Background: an optimization exercise with open tools, aiming at small area and a short achievable clock period. Do not read the settings as production practice.
Function was checked by simulation only, so behaviour that the tests miss may differ from the original.
Power and IR drop assume default switching activity.

===== flow/config.mk =====
export PLATFORM = sky130hd
export DESIGN_NAME = sm_cpu
export DESIGN_NICKNAME = sm_cpu
export VERILOG_FILES = /design/flow/design.v
export SDC_FILE = /design/flow/constraint.sdc
export NUM_CORES = 4
export LEC_CHECK = 0
export CAP_MARGIN = 20
export CORE_MARGIN = 2
export CORE_UTILIZATION = 40
export SETUP_SLACK_MARGIN = 4.5
export SLEW_MARGIN = 20
export SYNTH_HIERARCHICAL = 1
export TNS_END_PERCENT = 10

===== flow/constraint.sdc =====
create_clock -name core_clock -period 10.0 [get_ports {clk}]
set_input_delay 2.0000 -clock core_clock [delete_from_list [all_inputs] [get_ports {clk}]]
set_output_delay 2.0000 -clock core_clock [all_outputs]
set_load 0.01 [all_outputs]

===== flow/design.v =====
module sm_register
(
    input             clk,
    input             rst,
    input      [31:0] d,
    output reg [31:0] q
);
    always @ (posedge clk or negedge rst)
        if(~rst)
            q <= 32'b0;
        else
            q <= d;
endmodule
module sm_cpu
(
    input           clk,         
    input           rst_n,       
    input   [ 4:0]  regAddr,     
    output  [31:0]  regData,     
    output  [31:0]  imAddr,      
    input   [31:0]  imData       
);
    wire [31:0] instr = imData;
    wire [ 5:0] op    = instr[31:26];
    wire [ 5:0] fn    = instr[ 5:0];
    wire [ 4:0] rs    = instr[25:21];
    wire [ 4:0] rt    = instr[20:16];
    wire [ 4:0] rd    = instr[15:11];
    wire [ 4:0] shamt = instr[10: 6];
    wire [15:0] imm   = instr[15: 0];
    wire spec    = (op == 6'b000000);
    wire i_addu  = spec & (fn == 6'b100001);
    wire i_or    = spec & (fn == 6'b100101);
    wire i_srl   = spec & (fn == 6'b000010);
    wire i_sltu  = spec & (fn == 6'b101011);
    wire i_subu  = spec & (fn == 6'b100011);
    wire i_addiu = (op == 6'b001001);
    wire i_addi  = (op == 6'b001000);
    wire i_lui   = (op == 6'b001111);
    wire i_ori   = (op == 6'b001101);
    wire i_beq   = (op == 6'b000100);
    wire i_bne   = (op == 6'b000101);
    wire wr_r    = i_addu | i_or | i_srl | i_sltu | i_subu;
    wire wr_i    = i_addiu | i_addi | i_lui | i_ori;
    wire [31:0] pc;
    wire [31:0] pcNext   = pc + 1;
    wire [31:0] pcBranch = pcNext + { {16 { imm[15] }}, imm };
    wire [31:0] rd0;
    wire [31:0] rd1;
    wire [31:0] rd2;
    wire [31:0] wd3;
    sm_register_file rf
    (
        .clk        ( clk          ),
        .a0         ( regAddr      ),
        .a1         ( rs           ),
        .a2         ( rt           ),
        .a3r        ( rd           ),
        .a3i        ( rt           ),
        .we3r       ( wr_r         ),
        .we3i       ( wr_i         ),
        .pc         ( pc           ),
        .rd0        ( rd0          ),
        .rd1        ( rd1          ),
        .rd2        ( rd2          ),
        .wd3        ( wd3          )
    );
    assign regData = rd0;
    assign imAddr  = pc;
    wire        sub    = spec & fn[1];
    wire [31:0] immExt = { {16 { imm[15] & i_addi }}, imm };
    wire [31:0] srcB   = spec ? (rd2 ^ {32 { sub }}) : immExt;
    wire [32:0] sum;
    sm_add32 add ( .a ( rd1 ), .b ( srcB ), .ci ( sub ), .s ( sum ) );
    wire        ltu    = ~sum[32];
    wire [31:0] orB    = spec ? rd2 : { 16'b0, imm };
    wire [31:0] resOr  = rd1 | orB;
    wire [31:0] resSrl = rd2 >> shamt;
    wire [31:0] resLui = { imm, 16'b0 };
    assign wd3 = ( {32 { i_or  | i_ori }} & resOr         )
               | ( {32 { i_srl         }} & resSrl        )
               | ( {32 { i_lui         }} & resLui        )
               | ( {32 { i_sltu        }} & { 31'b0, ltu } )
               | ( {32 { i_addu | i_subu | i_addiu | i_addi }} & sum[31:0] );
    wire eq     = (rd1 == rd2);
    wire pcSrc  = (i_beq & eq) | (i_bne & ~eq);
    wire [31:0] pc_new = pcSrc ? pcBranch : pcNext;
    sm_register r_pc(clk, rst_n, pc_new, pc);
endmodule
module sm_register_file
(
    input         clk,
    input  [ 4:0] a0,
    input  [ 4:0] a1,
    input  [ 4:0] a2,
    input  [ 4:0] a3r,
    input  [ 4:0] a3i,
    input         we3r,
    input         we3i,
    input  [31:0] pc,
    output [31:0] rd0,
    output [31:0] rd1,
    output [31:0] rd2,
    input  [31:0] wd3
);
    wire [1023:0] q;      
    wire [  31:0] s0, s1, s2;
    assign q[31:0] = pc;
    assign s1[0]   = 1'b0;
    assign s2[0]   = 1'b0;
    genvar i, b;
    generate
        for (i = 0; i < 32; i = i + 1) begin : sel
            assign s0[i] = (a0 == i);
            if (i != 0) begin : rs
                assign s1[i] = (a1 == i);
                assign s2[i] = (a2 == i);
            end
        end
        for (i = 1; i < 32; i = i + 1) begin : r
            reg  [31:0] data;
            wire [31:0] d;
            wire        we  = (we3r & (a3r == i)) | (we3i & (a3i == i));
            wire        wen = ~we;
            for (b = 0; b < 32; b = b + 1) begin : h
                sm_hold hold ( .q ( data[b] ), .we ( we ), .wen ( wen ), .wd ( wd3[b] ), .d ( d[b] ) );
            end
            always @ (posedge clk)
                data <= d;
            assign q[32*i +: 32] = data;
        end
        for (b = 0; b < 32; b = b + 1) begin : rp
            wire [31:0] col;
            for (i = 0; i < 32; i = i + 1) begin : c
                assign col[i] = q[32*i + b];
            end
            sm_read32 p0 ( .s ( s0 ), .d ( col ), .o ( rd0[b] ) );
            sm_read31 p1 ( .s ( s1[31:1] ), .d ( col[31:1] ), .o ( rd1[b] ) );
            sm_read31 p2 ( .s ( s2[31:1] ), .d ( col[31:1] ), .o ( rd2[b] ) );
        end
    endgenerate
endmodule
module sm_hold
(
    input  q,
    input  we,
    input  wen,
    input  wd,
    output d
);
    assign d = (q & wen) | (wd & we);
endmodule
module sm_read32
(
    input  [31:0] s,
    input  [31:0] d,
    output        o
);
    wire [15:0] n;
    genvar j;
    generate
        for (j = 0; j < 16; j = j + 1) begin : g
            sm_a22oi a ( .a1 ( s[2*j] ), .a2 ( d[2*j] ), .b1 ( s[2*j+1] ), .b2 ( d[2*j+1] ), .y ( n[j] ) );
        end
    endgenerate
    sm_or16n t ( .n ( n ), .o ( o ) );
endmodule
module sm_read31
(
    input  [30:0] s,
    input  [30:0] d,
    output        o
);
    wire [15:0] n;
    genvar j;
    generate
        for (j = 0; j < 15; j = j + 1) begin : g
            sm_a22oi a ( .a1 ( s[2*j] ), .a2 ( d[2*j] ), .b1 ( s[2*j+1] ), .b2 ( d[2*j+1] ), .y ( n[j] ) );
        end
    endgenerate
    sm_nand2 a15 ( .a ( s[30] ), .b ( d[30] ), .y ( n[15] ) );
    sm_or16n t ( .n ( n ), .o ( o ) );
endmodule
module sm_or16n
(
    input  [15:0] n,
    output        o
);
    wire [3:0] m;
    wire [1:0] k;
    genvar j;
    generate
        for (j = 0; j < 4; j = j + 1) begin : g
            sm_nand4 u ( .a ( n[4*j] ), .b ( n[4*j+1] ), .c ( n[4*j+2] ), .d ( n[4*j+3] ), .y ( m[j] ) );
        end
    endgenerate
    sm_nor2  k0 ( .a ( m[0] ), .b ( m[1] ), .y ( k[0] ) );
    sm_nor2  k1 ( .a ( m[2] ), .b ( m[3] ), .y ( k[1] ) );
    sm_nand2 o0 ( .a ( k[0] ), .b ( k[1] ), .y ( o ) );
endmodule
module sm_add32
(
    input  [31:0] a,
    input  [31:0] b,
    input         ci,
    output [32:0] s
);
    wire [31:0] g [0:5];
    wire [31:0] t [0:5];
    wire [31:0] x;
    wire        g0p;
    genvar i, k;
    generate
        for (i = 0; i < 32; i = i + 1) begin : l0
            sm_xor2 ux ( .a ( a[i] ), .b ( b[i] ), .y ( x[i] ) );
            sm_nor2 ut ( .a ( a[i] ), .b ( b[i] ), .y ( t[0][i] ) );
            if (i == 0) begin : c
                sm_maj3 um ( .a ( a[0] ), .b ( b[0] ), .c ( ci ), .y ( g0p ) );
                sm_inv  ui ( .a ( g0p ), .y ( g[0][0] ) );
            end else begin : n
                sm_nand2 ug ( .a ( a[i] ), .b ( b[i] ), .y ( g[0][i] ) );
            end
        end
        for (k = 1; k <= 5; k = k + 1) begin : l
            for (i = 0; i < 32; i = i + 1) begin : n
                if (i >= (1 << (k - 1))) begin : b
                    if (k % 2 == 1) begin : p
                        sm_o21ai ug ( .a1 ( t[k-1][i] ), .a2 ( g[k-1][i - (1 << (k - 1))] ), .b1 ( g[k-1][i] ), .y ( g[k][i] ) );
                        if (i >= (1 << k)) begin : q
                            sm_nor2  ut ( .a ( t[k-1][i] ), .b ( t[k-1][i - (1 << (k - 1))] ), .y ( t[k][i] ) );
                        end else begin : z
                            assign t[k][i] = 1'b0;
                        end
                    end else begin : m
                        sm_a21oi ug ( .a1 ( t[k-1][i] ), .a2 ( g[k-1][i - (1 << (k - 1))] ), .b1 ( g[k-1][i] ), .y ( g[k][i] ) );
                        if (i >= (1 << k)) begin : q
                            sm_nand2 ut ( .a ( t[k-1][i] ), .b ( t[k-1][i - (1 << (k - 1))] ), .y ( t[k][i] ) );
                        end else begin : z
                            assign t[k][i] = 1'b0;
                        end
                    end
                end else begin : w
                    sm_inv ug ( .a ( g[k-1][i] ), .y ( g[k][i] ) );
                    assign t[k][i] = 1'b0;
                end
            end
        end
        for (i = 0; i < 32; i = i + 1) begin : sm
            if (i == 0) begin : c
                sm_xor2 us ( .a ( x[0] ), .b ( ci ), .y ( s[0] ) );
            end else begin : n
                sm_xor2 us ( .a ( x[i] ), .b ( g[5][i-1] ), .y ( s[i] ) );
            end
        end
    endgenerate
    assign s[32] = g[5][31];
endmodule
module sm_inv   ( input a, output y ); assign y = ~a; endmodule
module sm_nand2 ( input a, input b, output y ); assign y = ~(a & b); endmodule
module sm_nor2  ( input a, input b, output y ); assign y = ~(a | b); endmodule
module sm_xor2  ( input a, input b, output y ); assign y = a ^ b; endmodule
module sm_maj3  ( input a, input b, input c, output y ); assign y = (a & b) | (a & c) | (b & c); endmodule
module sm_a21oi ( input a1, input a2, input b1, output y ); assign y = ~((a1 & a2) | b1); endmodule
module sm_o21ai ( input a1, input a2, input b1, output y ); assign y = ~((a1 | a2) & b1); endmodule
module sm_nand4 ( input a, input b, input c, input d, output y ); assign y = ~(a & b & c & d); endmodule
module sm_a22oi ( input a1, input a2, input b1, input b2, output y ); assign y = ~((a1 & a2) | (b1 & b2)); endmodule

===== flow/flow/run.sh =====
#!/bin/bash
# Own layout flow: the standard synthesis and layout, with two changes:
#  - combinational cells are set to their smallest drive strength after
#    synthesis (the resizer upsizes where timing needs it);
#  - clock tree synthesis without dummy loads.
# Each tool's output goes to a log file in the work folder.
set -euo pipefail
WORK=$(pwd)
R=$WORK/orfs/results/$FLOW_PLATFORM/sm_cpu/base
export CTS_ARGS="-sink_clustering_enable -repair_clock_nets -dont_use_dummy_load"
bash standard.sh synth > "$WORK/flow_synth.log" 2>&1
ODB="$R/1_synth.odb" openroad -no_init -exit "$WORK/flow/downsize.tcl" > "$WORK/flow_downsize.log" 2>&1
bash standard.sh > "$WORK/flow_layout.log" 2>&1
test -f "$WORK/out/final.def"

===== flow/flow/downsize.tcl =====
# Swap every combinational cell to the smallest drive strength of its
# function (same cell name with a lower _N suffix); registers are left as is.
read_db $::env(ODB)
set block [ord::get_db_block]
set n 0
foreach inst [$block getInsts] {
  set m [[$inst getMaster] getName]
  if {![regexp {^(sky130_fd_sc_hd__)([a-z0-9]+)_([0-9]+)$} $m -> pre fn sz]} { continue }
  if {[regexp {^(df|edf|sdf|dl|sdl|clk|conb|tap|fill|decap|buf|dly)} $fn]} { continue }
  foreach s {0 1 2} {
    if {$s >= $sz} { break }
    set cand [[ord::get_db] findMaster "${pre}${fn}_${s}"]
    if {$cand != "NULL"} {
      $inst swapMaster $cand
      incr n
      break
    }
  }
}
puts "downsized $n instances"
write_db $::env(ODB)

===== flow/standard.sh =====
#!/bin/bash
# synth_recipe.tcl (not shown) runs the flow's synth.tcl, then flattens the netlist and writes it again
# the make line also repeats each setting of config.mk as NAME=value (left out here)
make -C /OpenROAD-flow-scripts/flow DESIGN_CONFIG=/design/flow/config.mk WORK_HOME=/design/flow/orfs CLKGATE_MAP_FILE= SYNTH_SCRIPT=/design/flow/synth_recipe.tcl "${@:-finish}"

==> results.json, run 1 <==
{
  "cp.arrival_ps": 4230,
  "hp-class": "reg2reg",
  "gp_congestion": 1.07,
  "dp.cells": 7778,
  "hpwl_mm": 207,
  "io_pins": 103,
  "antenna_found_initial": 9,
  "max_freq_mhz": 161,
  "drt_first_pass_iters": 20,
  "instances_no_fill": 8338,
  "syn_nets": 5821,
  "final_nets": 6649,
  "final_util_pct": 53.4,
  "crit_type": "in2out",
  "grt_usage_pct": 47.3,
  "routedWlPerCell_um": 41.3,
  "vias": 66400,
  "antenna_left": 0,
  "drv_slew": 0,
  "rows": 134,
  "area_growth_pct": 32.9,
  "hp-start": "rf.r[7].data[23]",
  "finalCriticalPeriod_ps": 6230,
  "p_sw_mw": 2.77,
  "initial_utilization_pct": 40.2,
  "start_kind": "primary input",
  "grt_pass1_vias": 59300,
  "dieArea_sq_um": 137000,
  "peakVddDrop_mv": 0.147,
  "required_ps": 8000,
  "p_seq_share_pct": 45.9,
  "syn_inst": 5742,
  "sw_frac_of_total_pct": 29.2,
  "path_clk_slew_ps": 60,
  "power_per_cell_area_nw_per_um2": 133,
  "drtIter0Drc": 15600,
  "detail_route.vias_per_cell": 7.96,
  "pwr-share-clk_pct": 38.6,
  "cts_buffers": 112,
  "core_area_sq_um": 133000,
  "cp_max_fo": 8,
  "syn_avg_cell_area_sq_um": 9.33,
  "grt_first_pass_wirelength_mm": 467,
  "routed_wl_mm": 345,
  "drc": 0,
  "fp.dieH_um": 370,
  "power.leakage_nw": 26.0,
  "yosysWarningCount": 9,
  "rr_startpoint": "r_pc.q[0]",
  "p_int_mw": 6.69,
  "setup_viol": 0,
  "cp-startpoint": "regAddr[2]",
  "outcome": "no timing/DRC/antenna violations",
  "maxCapViolCount": 0,
  "skew_ps": 102,
  "tightest_slew_ps": 1030,
  "syn_area_sq_um": 53600,
  "end_kind": "output pin",
  "drive_gt1_share_pct": 23.6,
  "htreeDepth": 3,
  "timing.slew.headroom_pct": 31.2,
  "clk_latency_ps": 800,
  "cts_tree": "done",
  "finalHoldViolations": 0,
  "die_x_um": 370,
  "cts_sinks": 1024,
  "numPortBuffers": 102,
  "min_period_over_period_pct": 62.3,
  "comb_power_share_pct": 15.6,
  "rsz0062_at_grt": "yes",
  "final.setup.tns_ps": 0,
  "grt_max_degree": 52,
  "cts_hold_buffers": 0,
  "overflow": 0,
  "nFillCells": 12000,
  "clockBufferDepth": 3,
  "cts_root_buf": "clkbuf_16"
}
-- layout by cell type, fill, tap and decap left out, types with 34 or more instances in the layout --
cell / instances
nand2_4: 44
nor2_1: 161
ha_1: 39
a21oi_2: 44
nor2_4: 182
a21oi_1: 94
buf_12: 125
nand2_2: 50
nor2_2: 102
a22oi_1: 1399
o21ai_2: 46
a22o_1: 992
buf_4: 455
dfxtp_1: 992
o22a_1: 34
a22oi_2: 73
xor2_1: 120
clkbuf_16: 122
nand4_1: 399
clkdlybuf4s50_1: 52
o21ai_0: 43
inv_1: 45
buf_6: 96
nand2_1: 232
xnor2_1: 52
-- area by class of cell --
type                            instances  area, sq um  area share [%]
Timing Repair Buffer                  790         8600            12.1
Inverter                               47          176           0.248
Sequential cell                      1024        20700            29.0
Multi-Input combinational cell       4595        36800            51.6
Antenna cell                            2         5.00         0.00703
Clock buffer                          112         2800            3.94
Tap cell                             1768         2210            3.11
-- registers in the layout (all words and copies together), names as in the netlist --
signal	cells
r_pc.q	32
rf.r.data	992
-- metal layers --
layer  vias to the layer above  track usage [%]  share of wire [%]
met5                         -             2.27               0.20
li1                      25700                -                  -
met3                      1890             22.7                 18
met4                        22             34.1                 10
met2                      6962             62.1                 37
met1                     31800             59.3                 35
-- worst paths after layout --
| kind | to | slack, ps | cells past startpoint |
|---|---|---|---|
| min in group asynchronous | r_pc.q[8] | 1680 | 2 |
| setup reg to reg | r_pc.q[29] | 4880 | 12 |
| hold reg to reg | rf.r[7].data[23] | 540 | 1 |
| max in group asynchronous | r_pc.q[31] | 7940 | 2 |
| hold / removal | rf.r[7].data[23] | 540 | 1 |
| setup / recovery | regData[7] | 3770 | 12 |
-- through the flow --
step / power (mW) / area [sq um] / hold WS (ps) / setup WS (ps)
3_3_place_gp: 5.59 / 59800 / 513 / 1450
6_report: 9.45 / 71200 / 540 / 3770
4_1_cts: 9.25 / 69000 / 536 / 4080
5_1_grt: 9.64 / 71200 / 551 / 3880
3_5_place_dp: 5.61 / 59900 / 522 / 1410
2_1_floorplan: 5.07 / 54300 / 500 / 4070
-- worst max-delay path: stages --
cell and delay [ps]:
buf_12 130, or3b_4 340, buf_4 150, buf_6 100, buf_6 100, nor2_4 40, buf_12 140, a22oi_2 130
nand4_1 440, nor2_4 400, nand2_1 90, buf_2 150
-- power groups by stage --
stage,registers [mW],logic [mW],clock network [mW]
6_report,4.34,1.47,3.65
5_1_grt,4.33,1.55,3.77
4_1_cts,4.32,1.32,3.60
3_5_place_dp,4.40,1.20,0
3_3_place_gp,4.40,1.19,0
2_1_floorplan,4.34,0.732,0
-- timing repair --
item                       4_1_cts  5_1_grt
setup endpoints to repair     1056     1056
buffers inserted               319       85
pin swaps                      329      109
resized for setup              940      323
cloned                          30       11
==> inputs of run 2 (changes only) <==
--- a/flow/design.v
+++ b/flow/design.v
@@ -44,7 +44,8 @@
     wire wr_i    = i_addiu | i_addi | i_lui | i_ori;
     wire [31:0] pc;
     wire [31:0] pcNext   = pc + 1;
-    wire [31:0] pcBranch = pcNext + { {16 { imm[15] }}, imm };
+    wire [32:0] pcBrx    = { pc, 1'b1 } + { {16 { imm[15] }}, imm, 1'b1 };
+    wire [31:0] pcBranch = pcBrx[32:1];
     wire [31:0] rd0;
     wire [31:0] rd1;
     wire [31:0] rd2;
@@ -70,18 +71,27 @@
     wire        sub    = spec & fn[1];
     wire [31:0] immExt = { {16 { imm[15] & i_addi }}, imm };
     wire [31:0] srcB   = spec ? (rd2 ^ {32 { sub }}) : immExt;
-    wire [32:0] sum;
-    sm_add32 add ( .a ( rd1 ), .b ( srcB ), .ci ( sub ), .s ( sum ) );
-    wire        ltu    = ~sum[32];
+    wire [31:0] x;
+    wire [32:0] c;
+    sm_add32 add ( .a ( rd1 ), .b ( srcB ), .ci ( sub ), .x ( x ), .c ( c ) );
+    wire        ltu    = ~c[32];
     wire [31:0] orB    = spec ? rd2 : { 16'b0, imm };
     wire [31:0] resOr  = rd1 | orB;
     wire [31:0] resSrl = rd2 >> shamt;
     wire [31:0] resLui = { imm, 16'b0 };
-    assign wd3 = ( {32 { i_or  | i_ori }} & resOr         )
-               | ( {32 { i_srl         }} & resSrl        )
-               | ( {32 { i_lui         }} & resLui        )
-               | ( {32 { i_sltu        }} & { 31'b0, ltu } )
-               | ( {32 { i_addu | i_subu | i_addiu | i_addi }} & sum[31:0] );
+    wire        selAdd = i_addu | i_subu | i_addiu | i_addi;
+    wire [31:0] other  = ( {32 { i_or  | i_ori }} & resOr         )
+                       | ( {32 { i_srl         }} & resSrl        )
+                       | ( {32 { i_lui         }} & resLui        )
+                       | ( {32 { i_sltu        }} & { 31'b0, ltu } );
+    wire [31:0] un     = ~(( {32 { selAdd }} & ~x ) | other);
+    wire [31:0] vn     = ~(( {32 { selAdd }} &  x ) | other);
+    genvar gi;
+    generate
+        for (gi = 0; gi < 32; gi = gi + 1) begin : res
+            sm_mux2i m ( .a0 ( vn[gi] ), .a1 ( un[gi] ), .s ( c[gi] ), .y ( wd3[gi] ) );
+        end
+    endgenerate
     wire eq     = (rd1 == rd2);
     wire pcSrc  = (i_beq & eq) | (i_bne & ~eq);
     wire [31:0] pc_new = pcSrc ? pcBranch : pcNext;
@@ -203,11 +213,11 @@
     input  [31:0] a,
     input  [31:0] b,
     input         ci,
-    output [32:0] s
+    output [31:0] x,
+    output [32:0] c
 );
     wire [31:0] g [0:5];
     wire [31:0] t [0:5];
-    wire [31:0] x;
     wire        g0p;
     genvar i, k;
     generate
@@ -245,15 +255,8 @@
                 end
             end
         end
-        for (i = 0; i < 32; i = i + 1) begin : sm
-            if (i == 0) begin : c
-                sm_xor2 us ( .a ( x[0] ), .b ( ci ), .y ( s[0] ) );
-            end else begin : n
-                sm_xor2 us ( .a ( x[i] ), .b ( g[5][i-1] ), .y ( s[i] ) );
-            end
-        end
-    endgenerate
-    assign s[32] = g[5][31];
+    endgenerate
+    assign c = { g[5], ci };
 endmodule
 module sm_inv   ( input a, output y ); assign y = ~a; endmodule
 module sm_nand2 ( input a, input b, output y ); assign y = ~(a & b); endmodule
@@ -264,3 +267,4 @@
 module sm_o21ai ( input a1, input a2, input b1, output y ); assign y = ~((a1 | a2) & b1); endmodule
 module sm_nand4 ( input a, input b, input c, input d, output y ); assign y = ~(a & b & c & d); endmodule
 module sm_a22oi ( input a1, input a2, input b1, input b2, output y ); assign y = ~((a1 & a2) | (b1 & b2)); endmodule
+module sm_mux2i ( input a0, input a1, input s, output y ); assign y = ~(s ? a1 : a0); endmodule
==> results.json, run 2 <==
{
  "cts_hold_buffers": 0,
  "routedWlPerCell_um": 42.3,
  "antenna_left": 0,
  "skew_ps": 72.7,
  "drv_slew": 0,
  "overflow": 0,
  "largest-register": "rf.r.data",
  "cts_root_buf": "clkbuf_16",
  "cts_buffers": 111,
  "htreeDepth": 3,
  "grt_max_degree": 47,
  "rr_startpoint": "rf.r[29].data[4]",
  "final_util_pct": 54.2,
  "dp.cells": 7793,
  "fp.dieH_um": 371,
  "syn_nets": 5832,
  "final_cell_mix": "a22oi_1 (1,388), a22o_1 (992), dfxtp_1 (992)",
  "rr_endpoint": "rf.r[9].data[4]",
  "use_met1_pct": 57.2,
  "reg2reg_depth": 14,
  "met3_usage_pct": 25.6,
  "die_x_um": 371,
  "clk_latency_ps": 800,
  "numPortBuffers": 102,
  "syn_inst": 5760,
  "largest_reg_flops": 992,
  "hp-start": "rf.r[12].data[17]",
  "setup_viol": 0,
  "cp_max_fo": 7,
  "grt_first_pass_wirelength_mm": 474,
  "final.setup.tns_ps": 0,
  "peakVddDrop_mv": 0.135,
  "initial_utilization_pct": 40.3,
  "layout_setup_ws_ps": 3820,
  "drtIter0Drc": 15100,
  "finalHoldViolations": 0,
  "maxCapViolCount": 0,
  "layout_commonest_cell": "a22oi_1",
  "drive_gt1_share_pct": 24.2,
  "end_kind": "output pin",
  "cts_sinks": 1024,
  "tightest_slew_ps": 1150,
  "syn_avg_cell_area_sq_um": 9.33,
  "rows": 134,
  "hpwl_mm": 202,
  "path_clk_slew_ps": 50,
  "drt_first_pass_iters": 16,
  "syn_area_sq_um": 53700,
  "required_ps": 8000,
  "hp-class": "reg2reg",
  "top_regs": "rf.r.data: 992 flops, r_pc.q: 32 flops",
  "dp_slack_ps": 1350,
  "grt_pass1_vias": 60500,
  "dieArea_sq_um": 137000,
  "clockBufferDepth": 3,
  "io_pins": 103,
  "cts_tree": "done",
  "crit_type": "in2out",
  "routed_wl_mm": 354,
  "ff2ff_setup_slack_ps": 5700,
  "place_area_sq_um": 60200,
  "met2_usage_pct": 63.9,
  "cp.arrival_ps": 4180,
  "vias": 67500,
  "min_period_over_period_pct": 61.8,
  "instances_no_fill": 8384,
  "final_nets": 6682,
  "power_per_cell_area_nw_per_um2": 129,
  "area_growth_pct": 34.7,
  "antenna_found_initial": 9,
  "finalCriticalPeriod_ps": 6180,
  "core_area_sq_um": 133000,
  "gp_congestion": 1.07,
  "max_freq_mhz": 162,
  "crit_end": "regData[15]",
  "rsz0062_at_grt": "yes",
  "detail_route.vias_per_cell": 8.05,
  "cp-startpoint": "regAddr[2]",
  "outcome": "no timing/DRC/antenna violations",
  "start_kind": "primary input",
  "stdcell_area_sq_um": 72400,
  "top_usage_layer": "met2",
  "grt_usage_pct": 48.2,
  "yosysWarningCount": 9,
  "drc": 0,
  "power.leakage_nw": 26.0,
  "timing.slew.headroom_pct": 23.1
}
run 2: per-layer routing:
metal / vias to the layer above / routed length, um
met3: 2055 / 61900
met1: 32300 / 122000
met2: 7229 / 133000
met5: - / 921
met4: 30 / 36800
li1: 25900 / -
run 2: metrics by stage:
step | hold slack (ps) | power, mW
2_1_floorplan | 500 | 4.97
3_3_place_gp | 514 | 5.51
3_5_place_dp | 522 | 5.52
4_1_cts | 534 | 9.16
5_1_grt | 553 | 9.49
6_report | 539 | 9.34
run 2: area by class of cell:
cell class / count / area, sq um
fillers: 12000 / 61100
multi-input cells: 4617 / 37500
flip-flops and latches: 1024 / 20700
repair buffers: 808 / 9000
clock buffers: 111 / 2780
well taps: 1768 / 2210
inverters: 48 / 180
diodes: 8 / 20.0
run 2: how the worst min path moves through the flow:
| stage | to | cells past startpoint |
|---|---|---|
| 3_3_place_gp | rf.r[26].data[26] | 1 |
| 4_1_cts | rf.r[15].data[9] | 1 |
| 6_report | rf.r[12].data[17] | 1 |
| 2_1_floorplan | rf.r[31].data[0] | 1 |
| 3_5_place_dp | rf.r[15].data[9] | 1 |
| 5_1_grt | rf.r[15].data[9] | 1 |
run 2: critical path, cell delays in order:
cell and delay (ps):
buf_12 120, or3b_4 320, nor2_4 90, buf_12 170
buf_4 190, a22oi_2 160, nand4_1 240, nor2_4 570
nand2_4 140, buf_6 150
run 2: report_power, final:
part,internal (mW),leakage (nW),switching (mW)
Combinational,0.532,16.3,0.750
Clock,1.92,1.37,1.71
Sequential,4.14,8.36,0.278
Total,6.60,26.0,2.74
run 2: repair_timing:
item / CTS / global route
resized for setup: 896 / 420
setup buffers: 322 / 102
endpoints found under the setup margin: 1056 / 1051
gates cloned: 35 / 13
pin swaps: 270 / 260
==> inputs of run 3 (changes only) <==
--- a/flow/config.mk
+++ b/flow/config.mk
@@ -8,7 +8,7 @@
 export CAP_MARGIN = 20
 export CORE_MARGIN = 2
 export CORE_UTILIZATION = 40
-export SETUP_SLACK_MARGIN = 4.5
+export SETUP_SLACK_MARGIN = 5
 export SLEW_MARGIN = 20
 export SYNTH_HIERARCHICAL = 1
-export TNS_END_PERCENT = 10
+export TNS_END_PERCENT = 5
==> results.json, run 3 <==
{
  "dp.cells": 7812,
  "cts_hold_buffers": 0,
  "cts_sinks": 1024,
  "finalCriticalPeriod_ps": 6210,
  "reg2reg_depth": 12,
  "grt_max_degree": 62,
  "setup_viol": 0,
  "syn_nets": 5832,
  "drv_slew": 0,
  "fp.dieH_um": 371,
  "maxCapViolCount": 0,
  "io_pins": 103,
  "layout_setup_ws_ps": 3790,
  "syn_area_sq_um": 53700,
  "max_freq_mhz": 161,
  "layout.area.seq_sq_um": 20700,
  "outcome": "no timing/DRC/antenna violations",
  "power_per_cell_area_nw_per_um2": 130,
  "cts_tree": "done",
  "core_area_sq_um": 133000,
  "required_ps": 8000,
  "routed_wl_mm": 357,
  "grt_usage_pct": 47.8,
  "routedWlPerCell_um": 42.5,
  "detail_route.vias_per_cell": 8.11,
  "instances_no_fill": 8392,
  "timing.slew.headroom_pct": 8.80,
  "drive_gt1_share_pct": 24.4,
  "overflow": 0,
  "path_clk_slew_ps": 60,
  "drtIter0Drc": 15300,
  "initial_utilization_pct": 40.3,
  "skew_ps": 84.0,
  "multiInputGateArea_sq_um": 37100,
  "min_period_over_period_pct": 62.1,
  "htreeDepth": 3,
  "final_cell_mix": "a22oi_1 (1,365), a22o_1 (992), dfxtp_1 (992)",
  "gp_congestion": 1.06,
  "peakVddDrop_mv": 0.125,
  "cts_buffers": 113,
  "power.leakage_nw": 26.2,
  "antenna_left": 0,
  "holdWs_ps": 538,
  "finalHoldViolations": 0,
  "dieArea_sq_um": 137000,
  "syn_inst": 5760,
  "tightest_slew_ps": 1370,
  "hold_path_depth": 1,
  "yosysWarningCount": 9,
  "hpwl_mm": 204,
  "final.setup.tns_ps": 0,
  "cts_root_buf": "clkbuf_16",
  "grt_pass1_vias": 60400,
  "cp_max_fo": 5,
  "largest-register": "rf.r.data",
  "clk_latency_ps": 810,
  "die_x_um": 371,
  "dp_slack_ps": 1380,
  "hp-class": "reg2reg",
  "drc": 0,
  "rsz0062_at_grt": "yes",
  "end_kind": "output pin",
  "start_kind": "primary input",
  "rows": 134,
  "final_nets": 6691,
  "clockBufferDepth": 3,
  "syn_avg_cell_area_sq_um": 9.33,
  "numPortBuffers": 102,
  "cp.arrival_ps": 4210,
  "antenna_found_initial": 17,
  "grt_first_pass_wirelength_mm": 470,
  "area_growth_pct": 35.1,
  "largest_reg_flops": 992,
  "top_regs": "rf.r.data: 992 flops, r_pc.q: 32 flops",
  "crit_type": "in2out",
  "layout_commonest_cell": "a22oi_1",
  "vias": 68100,
  "final_util_pct": 54.4,
  "nFillCells": 12000,
  "drt_first_pass_iters": 14
}
[run 3: power by group]
group / internal, mW / leakage (nW) / switching, mW
logic: 0.541 / 16.4 / 0.768
registers: 4.14 / 8.36 / 0.273
clock network: 1.96 / 1.39 / 1.74
[run 3: final timing paths]
check,start,to,slack (ps)
min in group asynchronous,rst_n,r_pc.q[17],1330
setup reg to reg,rf.r[16].data[22],rf.r[26].data[21],5600
setup / recovery,regAddr[0],regData[11],3790
hold / removal,rf.r[5].data[22],rf.r[5].data[22],540
hold reg to reg,rf.r[5].data[22],rf.r[5].data[22],540
max in group asynchronous,rst_n,r_pc.q[3],8100
[run 3: area by class of cell]
cell class,count,share of cell area (%)
flip-flops and latches,1024,28.5
diodes,7,0.0241
repair buffers,830,13.2
clock buffers,113,3.90
inverters,48,0.248
multi-input cells,4602,51.1
well taps,1768,3.05
[run 3: routing by layer]
| layer | share of wire (%) | global-route usage, % | vias up |
|---|---|---|---|
| met5 | 0.37 | 5.59 | - |
| met4 | 11 | 38.2 | 24 |
| met3 | 18 | 27.2 | 2263 |
| met2 | 37 | 62.6 | 7356 |
| met1 | 34 | 55.6 | 32500 |
| li1 | - | - | 25900 |
[run 3: metrics by stage]
stage / instance area, sq um / total power, mW
4_1_cts: 68600 / 9.18
2_1_floorplan: 54500 / 4.96
6_report: 72600 / 9.42
5_1_grt: 72600 / 9.57
3_3_place_gp: 60300 / 5.53
3_5_place_dp: 60300 / 5.54
[run 3: worst max-delay path, stage by stage]
cell	delay [ps]
buf_12	130
nand2b_4	170
buf_12	140
nor2_4	50
buf_12	160
buf_4	150
a22oi_2	190
nand4_1	220
nor2_4	610
nand2_2	190
buf_6	180
[run 3: timing repair]
item,CTS,global route
resized for setup,919,513
cloned,24,26
buffers inserted,235,175
endpoints found under the hold margin,0,0
pin swaps,196,232
setup endpoints to repair,1056,1056
==> inputs of run 4 (changes only) <==
--- a/flow/design.v
+++ b/flow/design.v
@@ -173,7 +173,7 @@
             sm_a22oi a ( .a1 ( s[2*j] ), .a2 ( d[2*j] ), .b1 ( s[2*j+1] ), .b2 ( d[2*j+1] ), .y ( n[j] ) );
         end
     endgenerate
-    sm_or16n t ( .n ( n ), .o ( o ) );
+    sm_or16f t ( .n ( n ), .o ( o ) );
 endmodule
 module sm_read31
 (
@@ -190,6 +190,24 @@
     endgenerate
     sm_nand2 a15 ( .a ( s[30] ), .b ( d[30] ), .y ( n[15] ) );
     sm_or16n t ( .n ( n ), .o ( o ) );
+endmodule
+module sm_or16f
+(
+    input  [15:0] n,
+    output        o
+);
+    wire [7:0] m;
+    wire [3:0] k;
+    genvar j;
+    generate
+        for (j = 0; j < 8; j = j + 1) begin : g
+            sm_nand2 u ( .a ( n[2*j] ), .b ( n[2*j+1] ), .y ( m[j] ) );
+        end
+        for (j = 0; j < 4; j = j + 1) begin : h
+            sm_nor2 u ( .a ( m[2*j] ), .b ( m[2*j+1] ), .y ( k[j] ) );
+        end
+    endgenerate
+    sm_nand4 o0 ( .a ( k[0] ), .b ( k[1] ), .c ( k[2] ), .d ( k[3] ), .y ( o ) );
 endmodule
 module sm_or16n
 (
==> results.json, run 4 <==
{
  "outcome": "no timing/DRC/antenna violations",
  "drtIter0Drc": 13000,
  "antenna_left": 0,
  "clockBufferDepth": 3,
  "start_kind": "primary input",
  "finalCriticalPeriod_ps": 6080,
  "tightest_slew_ps": 1180,
  "reg2reg_depth": 11,
  "rows": 135,
  "cp-startpoint": "regAddr[2]",
  "core_area_sq_um": 135000,
  "final_nets": 6703,
  "grt_first_pass_wirelength_mm": 450,
  "die_x_um": 372,
  "cp_max_fo": 8,
  "power_per_cell_area_nw_per_um2": 131,
  "final_cell_mix": "a22oi_1 (1,433), a22o_1 (992), dfxtp_1 (992)",
  "detail_route.vias_per_cell": 7.81,
  "rr_startpoint": "rf.r[29].data[16]",
  "syn_nets": 6024,
  "maxCapViolCount": 0,
  "syn_inst": 5952,
  "drive_gt1_share_pct": 20.8,
  "cp.arrival_ps": 4080,
  "dp.cells": 7963,
  "finalHoldViolations": 0,
  "initial_utilization_pct": 40.2,
  "instances_no_fill": 8419,
  "grt_max_degree": 47,
  "nFillCells": 12100,
  "htreeDepth": 3,
  "yosysWarningCount": 9,
  "layout_setup_ws_ps": 3920,
  "vias": 65700,
  "cts_sinks": 1024,
  "rsz0062_at_grt": "yes",
  "dp_slack_ps": 1700,
  "drt_first_pass_iters": 12,
  "power.leakage_nw": 26.2,
  "antenna_found_initial": 17,
  "area_growth_pct": 30.2,
  "cts_root_buf": "clkbuf_16",
  "drv_slew": 0,
  "rr_endpoint": "rf.r[29].data[14]",
  "hp-class": "reg2reg",
  "cts_buffers": 110,
  "overflow": 0,
  "fp.dieH_um": 372,
  "cts_tree": "done",
  "grt_usage_pct": 45.0,
  "syn_avg_cell_area_sq_um": 9.11,
  "syn_area_sq_um": 54200,
  "clk_latency_ps": 770,
  "largest_reg_flops": 992,
  "largest-register": "rf.r.data",
  "skew_ps": 79.8,
  "path_clk_slew_ps": 50,
  "min_period_over_period_pct": 60.8,
  "hpwl_mm": 191,
  "io_pins": 103,
  "numPortBuffers": 102,
  "peakVddDrop_mv": 0.122,
  "multiInputGateArea_sq_um": 37100,
  "ff2ff_setup_slack_ps": 5740,
  "drc": 0,
  "timing.slew.headroom_pct": 21.5,
  "gp_congestion": 1.02,
  "final_util_pct": 52.3,
  "required_ps": 8000,
  "final.setup.tns_ps": 0,
  "routedWlPerCell_um": 39.1,
  "end_kind": "output pin",
  "max_freq_mhz": 164,
  "crit_end": "regData[23]",
  "routed_wl_mm": 329,
  "grt_pass1_vias": 60000,
  "crit_type": "in2out",
  "setup_viol": 0,
  "layout_commonest_cell": "a22oi_1",
  "dieArea_sq_um": 139000,
  "top_regs": "rf.r.data: 992 flops, r_pc.q: 32 flops",
  "layout.area.seq_sq_um": 20700
}
==> run 4: area by class of cell <==
| type | count | share of cell area [%] |
|---|---|---|
| Multi-Input combinational cell | 4795 | 52.5 |
| Clock buffer | 110 | 3.90 |
| Antenna cell | 9 | 0.0319 |
| Sequential cell | 1024 | 29.3 |
| Timing Repair Buffer | 652 | 10.8 |
| Inverter | 48 | 0.261 |
| Tap cell | 1781 | 3.16 |
==> run 4: metrics by stage <==
step / total power [mW] / cell area (sq um) / hold WS [ps]
after floorplan: 4.96 / 55000 / 500
after global placement: 5.50 / 60100 / 512
after detailed placement: 5.51 / 60100 / 522
after CTS: 9.10 / 69400 / 535
after global routing: 9.39 / 70600 / 553
final: 9.21 / 70600 / 540
==> run 4: worst min-delay path by stage <==
stage | from | end | depth (start not counted)
2_1_floorplan | rf.r[31].data[0] | rf.r[31].data[0] | 1
3_3_place_gp | rf.r[23].data[25] | rf.r[23].data[25] | 1
3_5_place_dp | rf.r[31].data[18] | rf.r[31].data[18] | 1
4_1_cts | rf.r[23].data[17] | rf.r[23].data[17] | 1
5_1_grt | rf.r[15].data[1] | rf.r[15].data[1] | 1
6_report | rf.r[22].data[17] | rf.r[22].data[17] | 1
==> run 4: timing repair <==
item                       4_1_cts  5_1_grt
gates cloned                    37        5
buffers inserted               254       41
pin swaps                      223       97
setup endpoints to repair     1056     1056
resized for setup             1035      171
hold buffers                     0        0
==> run 4: power by group <==
part           internal, mW  switching (mW)
registers              4.14           0.258
logic                 0.500           0.731
clock network          1.91            1.67
==> run 4: critical path: stages <==
cell and delay [ps]:
buf_8 120, nand3b_1 170, buf_12 140, nor2_4 50, buf_12 150, bufbuf_16 290, a22oi_2 210, nand2_2 80
nor2_4 180, nand4_1 390, buf_2 290
==> run 4: per-layer routing <==
layer / global-route usage (%) / vias up / routed length [um]
met5: 1.47 / - / 313
met4: 33.2 / 22 / 30300
met3: 23.4 / 1953 / 59200
met2: 61.4 / 6528 / 127000
met1: 53.0 / 31300 / 112000
li1: - / 25900 / -

-- re-timing with driven ports --
In the flow no input, the clock included, has a driving cell. The finished layouts below were timed again as built, in two steps. Step 1 (the two cells are an assumption about what drives the block):
set clk [get_ports {clk}]
set_driving_cell -lib_cell sky130_fd_sc_hd__clkbuf_16 $clk
set_driving_cell -lib_cell sky130_fd_sc_hd__buf_2 [delete_from_list [all_inputs] $clk]
Step 2, shift: input delay + t, output delay - t, t = (earliest + latest rising clock arrival at the registers) / 2. This alone moves slack from input paths to output paths. Slacks: no drivers / after step 1 / after step 2; pairs: no drivers / after step 1.
run | shift t [ns] | slack for setup (ns) | hold slack, ns | worst register clock-pin slew, ns | pins driven straight from the clock port
run 1 | 0.827 | 3.773 / 3.727 / 3.023 | 0.540 / 0.540 / 0.540 | 0.07 / 0.07 | 1
run 2 | 0.851 | 3.817 / 3.771 / 3.079 | 0.539 / 0.539 / 0.539 | 0.07 / 0.07 | 1
run 3 | 0.853 | 3.790 / 3.721 / 3.057 | 0.538 / 0.538 / 0.538 | 0.07 / 0.07 | 1
run 4 | 0.809 | 3.917 / 3.867 / 3.202 | 0.540 / 0.540 / 0.540 | 0.07 / 0.07 | 1
After both steps every run listed still meets setup and hold. For run 1, which loses most, drivers alone change the setup slack by -0.046 ns; drivers and shift together by -0.750 ns.
